From an optimization exercise on the open Yosys and OpenROAD flow, aimed at small area; shortcuts taken in it are not production practice. Only simulation tests tie the RTL to the original design; equivalence was not proved. Power and IR drop assume default switching activity.

==> branch sierra <==
## vfchd_i2cmux
module vfchd_i2cmux (
    input           Clk_ik,
    input           Rst_irq,
    input           IoExpApp12Int_ian,
    input           IoExpApp34Int_ian,
    input           IoExpBstEthInt_ian,
    input           IoExpLosInt_ian,
    input           IoExpBlmInInt_ian,
    output          InitDone_oq,
    output [4:0]    VmeGa_onqb5,
    output          VmeGaP_onq,
    input  [7:0]    Led_ib8,
    output [7:0]    StatusLed_ob8,
    input           GpIo1A2B_i,
    input           EnGpIo1Term_i,
    input           GpIo2A2B_i,
    input           EnGpIo2Term_i,
    input           GpIo34A2B_i,
    input           EnGpIo3Term_i,
    input           EnGpIo4Term_i,
    output          StatusGpIo1A2B_oq,
    output          StatusEnGpIo1Term_oq,
    output          StatusGpIo2A2B_oq,
    output          StatusEnGpIo2Term_oq,
    output          StatusGpIo34A2B_oq,
    output          StatusEnGpIo3Term_oq,
    output          StatusEnGpIo4Term_oq,
    output [7:0]    BlmIn_oqb8,
    output          AppSfp1Present_oq,
    output [15:0]   AppSfp1Id_oq16,
    output          AppSfp1TxFault_oq,
    output          AppSfp1Los_oq,
    input           AppSfp1TxDisable_i,
    input           AppSfp1RateSelect_i,
    output          StatusAppSfp1TxDisable_oq,
    output          StatusAppSfp1RateSelect_oq,
    output          AppSfp2Present_oq,
    output [15:0]   AppSfp2Id_oq16,
    output          AppSfp2TxFault_oq,
    output          AppSfp2Los_oq,
    input           AppSfp2TxDisable_i,
    input           AppSfp2RateSelect_i,
    output          StatusAppSfp2TxDisable_oq,
    output          StatusAppSfp2RateSelect_oq,
    output          AppSfp3Present_oq,
    output [15:0]   AppSfp3Id_oq16,
    output          AppSfp3TxFault_oq,
    output          AppSfp3Los_oq,
    input           AppSfp3TxDisable_i,
    input           AppSfp3RateSelect_i,
    output          StatusAppSfp3TxDisable_oq,
    output          StatusAppSfp3RateSelect_oq,
    output          AppSfp4Present_oq,
    output [15:0]   AppSfp4Id_oq16,
    output          AppSfp4TxFault_oq,
    output          AppSfp4Los_oq,
    input           AppSfp4TxDisable_i,
    input           AppSfp4RateSelect_i,
    output          StatusAppSfp4TxDisable_oq,
    output          StatusAppSfp4RateSelect_oq,
    output          BstSfpPresent_oq,
    output [15:0]   BstSfpId_oq16,
    output          BstSfpTxFault_oq,
    output          BstSfpLos_oq,
    input           BstSfpTxDisable_i,
    input           BstSfpRateSelect_i,
    output          StatusBstSfpTxDisable_oq,
    output          StatusBstSfpRateSelect_oq,
    output          EthSfpPresent_oq,
    output [15:0]   EthSfpId_oq16,
    output          EthSfpTxFault_oq,
    output          EthSfpLos_oq,
    input           EthSfpTxDisable_i,
    input           EthSfpRateSelect_i,
    output          StatusEthSfpTxDisable_oq,
    output          StatusEthSfpRateSelect_oq,
    output          CdrLos_oq,
    output          CdrLol_oq,
    input           I2cWbCyc_i,
    input           I2cWbStb_i,
    input           I2cWbWe_i,
    input  [11:0]   I2cWbAdr_ib12,
    input  [7:0]    I2cWbDat_ib8,
    output [7:0]    I2cWbDat_ob8,
    output          I2cWbAck_o,
    input           WbCyc_i,
    input           WbStb_i,
    input           WbWe_i,
    input  [31:0]   WbDat_ib32,
    output [31:0]   WbDat_oqb32,
    output          WbAck_oa,
    input           Scl_i,
    input           Sda_i,
    output          SclOe_o,
    output          SdaOe_o
);
==> flow/config.mk <==
export PLATFORM = sky130hd
export DESIGN_NAME = vfchd_i2cmux
export DESIGN_NICKNAME = vfchd_i2cmux
export VERILOG_FILES = /design/flow/design.v
export SDC_FILE = /design/flow/constraint.sdc
export NUM_CORES = 4
export LEC_CHECK = 0
export CAP_MARGIN = 20
export CORE_MARGIN = 2
export CORE_UTILIZATION = 60
export SLEW_MARGIN = 20
==> flow/constraint.sdc <==
create_clock -name core_clock -period 10.0 [get_ports {Clk_ik}]
set_input_delay 2.0000 -clock core_clock [delete_from_list [all_inputs] [get_ports {Clk_ik}]]
set_output_delay 2.0000 -clock core_clock [all_outputs]
set_load 0.01 [all_outputs]
standard.sh (not shown) runs the stock make flow with config.mk's settings and CLKGATE_MAP_FILE= SYNTH_SCRIPT=/design/flow/synth_recipe.tcl, a recipe that flattens the netlist after the stock synthesis.
==> flow/flow/run.sh <==
#!/bin/bash
# Standard ORFS flow (the standard.sh, unchanged synthesis) with smaller port buffers
# and a clock tree of fewer, mid-size buffers.
set -euo pipefail
bash standard.sh \
  BUFFER_PORTS_ARGS="-buffer_cell sky130_fd_sc_hd__buf_1" \
  CTS_ARGS="-sink_clustering_enable -repair_clock_nets -buf_list sky130_fd_sc_hd__clkbuf_8 -sink_clustering_size 16 -sink_clustering_max_diameter 60 -dont_use_dummy_load" \
  finish > standard_flow.log 2>&1
==> branch willow: changes against branch sierra <==
--- a/flow/design.v
+++ b/flow/design.v
@@ -45,16 +45,21 @@
             s_StopSda0       = 4'hc,
             s_StopScl1       = 4'hd,
             s_StopSda1       = 4'he,
             s_IdleFirst      = 4'hf;      
 localparam  c_IoExpWriteSeq = 2'd0,
             c_IoExpReadSeq  = 2'd1,
             c_I2cSlaveRead  = 2'd2,
             c_I2cSlaveWrite = 2'd3;
+localparam  c_GoToIdle     = 3'd0,
+            c_SendStartBit = 3'd1,
+            c_SendStopBit  = 3'd2,
+            c_SendByte     = 3'd3,
+            c_GetByte      = 3'd4;
 reg  [3:0]    State_qb4, NextState_ab4;
 reg  [CW-1:0] SclCounter_c;
 reg  [3:0]    BitCounter_c4;
 reg  [7:0]    ShReg_b8;               
 reg  [1:0]    ActiveSequence_b2;
 reg  [3:0]    CommandPointer_c4;      
 reg  [3:0]    Target_qb4;             
 reg  [7:0]    RegAddr_qb8;
@@ -68,60 +73,94 @@
 assign IoExpWrOn_oq   = Busy_o && ActiveSequence_b2 == c_IoExpWriteSeq;
 assign IoExpRdOn_oq   = Busy_o && ActiveSequence_b2 == c_IoExpReadSeq;
 assign I2cSlaveRdOn_o = Busy_o && ActiveSequence_b2 == c_I2cSlaveRead;
 assign I2cSlaveWrOn_o = Busy_o && ActiveSequence_b2 == c_I2cSlaveWrite;
 assign ByteOut_ob8    = ShReg_b8;
 assign NewByteRead_op = State_qb4 == s_StartExecution &&
                         ((ActiveSequence_b2 == c_IoExpReadSeq && CommandPointer_c4 == 4'd6) ||
                          (ActiveSequence_b2 == c_I2cSlaveRead && CommandPointer_c4 == 4'ha));
-wire [3:0] Cp  = CommandPointer_c4;
-wire SeqIoW  = ActiveSequence_b2 == c_IoExpWriteSeq;
-wire SeqIoR  = ActiveSequence_b2 == c_IoExpReadSeq;
-wire SeqMuxR = ActiveSequence_b2 == c_I2cSlaveRead;
-wire SeqMuxW = ActiveSequence_b2 == c_I2cSlaveWrite;
-wire CmdStart = Cp == 4'd0 || (SeqIoR && Cp == 4'd3) ||
-                ((SeqMuxR || SeqMuxW) && Cp == 4'd4) || (SeqMuxR && (Cp == 4'd7 || Cp == 4'hb)) ||
-                (SeqMuxW && Cp == 4'd9);
-wire CmdStop  = (SeqIoW && Cp == 4'd4) || (SeqIoR && Cp == 4'd6) ||
-                ((SeqMuxR || SeqMuxW) && Cp == 4'd3) || (SeqMuxR && (Cp == 4'ha || Cp == 4'he)) ||
-                (SeqMuxW && (Cp == 4'd8 || Cp == 4'hc));
-wire CmdGet   = (SeqIoR && Cp == 4'd5) || (SeqMuxR && Cp == 4'd9);
-wire CmdSend  = (Cp == 4'd1 || Cp == 4'd2) || (SeqIoW && Cp == 4'd3) || (SeqIoR && Cp == 4'd4) ||
-                ((SeqMuxR || SeqMuxW) && (Cp == 4'd5 || Cp == 4'd6)) ||
-                (SeqMuxR && (Cp == 4'd8 || Cp == 4'hc || Cp == 4'hd)) ||
-                (SeqMuxW && (Cp == 4'd7 || Cp == 4'ha || Cp == 4'hb));
-wire SeqIo  = ~ActiveSequence_b2[1];
-wire SeqMux =  ActiveSequence_b2[1];
-wire KIoAddr  = SeqIo && (Cp == 4'd1 || (ActiveSequence_b2[0] && Cp == 4'd4));
-wire KRegAddr = (SeqIo && Cp == 4'd2) || (SeqMux && Cp == 4'd6);
-wire KData    = (ActiveSequence_b2 == c_IoExpWriteSeq && Cp == 4'd3) || (ActiveSequence_b2 == c_I2cSlaveWrite && Cp == 4'd7);
-wire KMuxAddr = SeqMux && (Cp == 4'd1 || (ActiveSequence_b2[0] ? Cp == 4'ha : Cp == 4'hc));
-wire KChannel = SeqMux && Cp == 4'd2;
-wire KSlave   = SeqMux && (Cp == 4'd5 || (~ActiveSequence_b2[0] && Cp == 4'd8));
-wire Rw       = SeqIo ? Cp[2] : Cp[3];        
-wire [2:0] Bi = ~BitCounter_c4[2:0];
-wire Si57x = Target_qb4[3] && Target_qb4[2:1] == 2'b10;
-wire Cdr   = Target_qb4[3] && Target_qb4[2:1] == 2'b11;
-wire [7:0] IoAddrByte  = {4'b0100, Target_qb4[2:0], Rw};
+wire [6:0] SlaveAddr_b7 = (Target_qb4[3] && Target_qb4[2:1] == 2'b10) ? 7'h55 :
+                          (Target_qb4[3] && Target_qb4[2:1] == 2'b11) ? 7'h40 :
+                                                                        {6'b101000, Target_qb4[0]};
 wire [7:0] MuxAddrByte = {6'h38, Target_qb4[3], 1'b0};
-wire [7:0] ChannelByte = {5'b0, 1'b1, Target_qb4[2:1]};
-wire [7:0] SlaveByte   = {1'b1, 1'b0, ~Cdr, 1'b0, Si57x, 1'b0, Si57x || (~Cdr && Target_qb4[0]), Rw};
-wire SendBit = (KIoAddr  && IoAddrByte[Bi])  || (KRegAddr && RegAddr_qb8[Bi]) ||
-               (KData    && Data_qb8[Bi])    || (KMuxAddr && MuxAddrByte[Bi]) ||
-               (KChannel && ChannelByte[Bi]) || (KSlave   && SlaveByte[Bi]);
+wire [7:0] IoExpAddrByte = {4'b0100, Target_qb4[2:0], 1'b0};
+reg  [2:0] Command_b3;
+reg  [7:0] Byte_b8;
+always @* begin
+    Byte_b8 = 8'h00;
+    case (ActiveSequence_b2)
+    c_IoExpWriteSeq: case (CommandPointer_c4)
+        4'd0: Command_b3 = c_SendStartBit;
+        4'd1: begin Command_b3 = c_SendByte; Byte_b8 = IoExpAddrByte; end
+        4'd2: begin Command_b3 = c_SendByte; Byte_b8 = RegAddr_qb8; end
+        4'd3: begin Command_b3 = c_SendByte; Byte_b8 = Data_qb8; end
+        4'd4: Command_b3 = c_SendStopBit;
+        default: Command_b3 = c_GoToIdle;
+        endcase
+    c_IoExpReadSeq: case (CommandPointer_c4)
+        4'd0: Command_b3 = c_SendStartBit;
+        4'd1: begin Command_b3 = c_SendByte; Byte_b8 = IoExpAddrByte; end
+        4'd2: begin Command_b3 = c_SendByte; Byte_b8 = RegAddr_qb8; end
+        4'd3: Command_b3 = c_SendStartBit;
+        4'd4: begin Command_b3 = c_SendByte; Byte_b8 = IoExpAddrByte | 8'h01; end
+        4'd5: Command_b3 = c_GetByte;
+        4'd6: Command_b3 = c_SendStopBit;
+        default: Command_b3 = c_GoToIdle;
+        endcase
+    c_I2cSlaveRead: case (CommandPointer_c4)
+        4'h0: Command_b3 = c_SendStartBit;
+        4'h1: begin Command_b3 = c_SendByte; Byte_b8 = MuxAddrByte; end
+        4'h2: begin Command_b3 = c_SendByte; Byte_b8 = {5'b0, 1'b1, Target_qb4[2:1]}; end
+        4'h3: Command_b3 = c_SendStopBit;
+        4'h4: Command_b3 = c_SendStartBit;
+        4'h5: begin Command_b3 = c_SendByte; Byte_b8 = {SlaveAddr_b7, 1'b0}; end
+        4'h6: begin Command_b3 = c_SendByte; Byte_b8 = RegAddr_qb8; end
+        4'h7: Command_b3 = c_SendStartBit;
+        4'h8: begin Command_b3 = c_SendByte; Byte_b8 = {SlaveAddr_b7, 1'b1}; end
+        4'h9: Command_b3 = c_GetByte;
+        4'ha: Command_b3 = c_SendStopBit;
+        4'hb: Command_b3 = c_SendStartBit;
+        4'hc: begin Command_b3 = c_SendByte; Byte_b8 = MuxAddrByte; end
+        4'hd: Command_b3 = c_SendByte;
+        4'he: Command_b3 = c_SendStopBit;
+        default: Command_b3 = c_GoToIdle;
+        endcase
+    default: case (CommandPointer_c4)
+        4'h0: Command_b3 = c_SendStartBit;
+        4'h1: begin Command_b3 = c_SendByte; Byte_b8 = MuxAddrByte; end
+        4'h2: begin Command_b3 = c_SendByte; Byte_b8 = {5'b0, 1'b1, Target_qb4[2:1]}; end
+        4'h3: Command_b3 = c_SendStopBit;
+        4'h4: Command_b3 = c_SendStartBit;
+        4'h5: begin Command_b3 = c_SendByte; Byte_b8 = {SlaveAddr_b7, 1'b0}; end
+        4'h6: begin Command_b3 = c_SendByte; Byte_b8 = RegAddr_qb8; end
+        4'h7: begin Command_b3 = c_SendByte; Byte_b8 = Data_qb8; end
+        4'h8: Command_b3 = c_SendStopBit;
+        4'h9: Command_b3 = c_SendStartBit;
+        4'ha: begin Command_b3 = c_SendByte; Byte_b8 = MuxAddrByte; end
+        4'hb: Command_b3 = c_SendByte;
+        4'hc: Command_b3 = c_SendStopBit;
+        default: Command_b3 = c_GoToIdle;
+        endcase
+    endcase
+end
 always @* begin
     NextState_ab4 = State_qb4;
     case (State_qb4)
     s_Idle:           if (Accept) NextState_ab4 = s_FetchCommand;
     s_IdleA:          NextState_ab4 = Accept ? s_FetchCommand : s_Idle;
     s_IdleFirst:      NextState_ab4 = s_IdleA;
     s_FetchCommand:   NextState_ab4 = s_StartExecution;
-    s_StartExecution: NextState_ab4 = CmdStart ? s_StartSda1 : CmdSend ? s_SendScl0 : CmdGet ? s_GetScl0 :
-                                      CmdStop ? s_StopSda0 : s_IdleFirst;
+    s_StartExecution: case (Command_b3)
+                      c_SendStartBit: NextState_ab4 = s_StartSda1;
+                      c_SendByte:     NextState_ab4 = s_SendScl0;
+                      c_GetByte:      NextState_ab4 = s_GetScl0;
+                      c_SendStopBit:  NextState_ab4 = s_StopSda0;
+                      default:        NextState_ab4 = s_IdleFirst;
+                      endcase
     s_StartSda1: if (CntDone) NextState_ab4 = s_StartScl1;
     s_StartScl1: if (CntDone) NextState_ab4 = s_StartSda0;
     s_StartSda0: if (CntDone) NextState_ab4 = s_StartScl0;
     s_StartScl0: if (CntDone) NextState_ab4 = s_FetchCommand;
     s_SendScl0:  if (CntDone) NextState_ab4 = (BitCounter_c4 == 4'd9) ? s_FetchCommand : s_SendScl1;
     s_SendScl1:  if (CntDone) NextState_ab4 = s_SendScl0;
     s_GetScl0:   if (CntDone) NextState_ab4 = (BitCounter_c4 == 4'd9) ? s_FetchCommand : s_GetScl1;
     s_GetScl1:   if (CntDone) NextState_ab4 = s_GetScl0;
@@ -163,17 +202,17 @@
     end else case (State_qb4)
         s_Idle, s_IdleA, s_IdleFirst: begin SclOe_o <= 1'b0; SdaOe_o <= 1'b0; end
         s_StartSda1, s_StopSda1: SdaOe_o <= 1'b0;
         s_StartSda0, s_StopSda0: SdaOe_o <= 1'b1;
         s_StartScl1, s_SendScl1, s_GetScl1, s_StopScl1: SclOe_o <= 1'b0;
         s_StartScl0: SclOe_o <= 1'b1;
         s_SendScl0: begin
             SclOe_o <= 1'b1;
-            if (SclCounter_c == g_SclHalfPeriod[9:1]) SdaOe_o <= BitCounter_c4[3] ? 1'b0 : !SendBit;
+            if (SclCounter_c == g_SclHalfPeriod[9:1]) SdaOe_o <= BitCounter_c4[3] ? 1'b0 : !Byte_b8[~BitCounter_c4[2:0]];
         end
         s_GetScl0: begin SclOe_o <= 1'b1; SdaOe_o <= 1'b0; end
         default: ;
     endcase
 end
 endmodule
 `timescale 1ns/100ps
 module I2cExpAndMuxReqArbiter
CORE_UTILIZATION = 40   (was 60)
==> run notes <==
item                                                                        branch sierra                  branch willow
Multi-input logic area                                                        0.00576 mm2                    0.00629 mm2
Adder-Cell Fraction of Synth Area                                                   1.41%                          1.44%
DP Cell Count                                                                        2001                           2304
Outcome                                                                    finished clean                 finished clean
Number of global-route vias before repair                                           11.5k                          12.2k
Cell area after technology mapping                                             0.0160 mm2                     0.0165 mm2
Maximum number of pins on one net before global-route repair                           62                             93
Sequential fraction of total cell area                                              55.0%                          52.2%
Unique masters post-synth                                                              74                             81
Number of tapcells                                                                    335                            532
Number of buffers outside the clock class in the layout                               310                            321
Destination of the worst register-to-register timing path     i_Arbiter.EthSfpId_oq16[11]     i_Arbiter.BstSfpPresent_oq
Proportion of total power due to net switching                                      33.1%                          33.9%
Xor and xnor fraction of the mapped netlist area                                    4.83%                          4.47%
Final Non-Filler Cells                                                               2030                           2341
Cell type of the slowest stage on the worst timing path            sky130_fd_sc_hd__or4_1      sky130_fd_sc_hd__nand4b_2
Power dissipated in sequential cells                                              1980 uW                        1890 uW
Post-Route Hold Slack                                                            0.326 ns                       0.281 ns
Routed wire length                                                                42.3 mm                        48.2 mm
Fraction of area in multi-input gates                                               32.6%                          33.9%
Signal buffers share of area                                                        6.93%                          7.05%
Inverter count                                                                         37                             29
Starting density of the core                                                        61.2%                          40.4%
Hold endpoint                                                 i_Arbiter.IoExpLosInt_x3[1]  i_Arbiter.IoExpApp34Int_x3[1]
Part of the power in the clock network                                              19.8%                          22.0%
Routability congestion estimate                                                     0.945                          0.915

==> port drivers added, routing unchanged <==
The flow's constraints put no driver on any port. The routed layouts listed below were extracted and timed again, unchanged, in two steps. Step 1 sets driving cells, clkbuf_16 on the clock port and buf_2 on the other inputs (assumed; they add their load-dependent delay and slew). Step 2 times the ports against the registers' clock, not the clock port: input delays grow and output delays shrink by t, the midpoint of the rising clock arrivals with the driver on. Three values: no drivers, after step 1, after step 2; two values: the first two.
run | t (ns) | slack for setup (ns) | slew at the worst register clock pin (ns)
branch sierra | 0.621 | 6.008 / 6.023 / 5.403 | 0.11 / 0.11
branch willow | 0.632 | 6.258 / 6.265 / 5.660 | 0.10 / 0.10
After both steps every run listed still meets setup and hold. The setup slack of branch sierra, which loses most, moves by +0.015 ns with the drivers and by -0.605 ns with both steps.
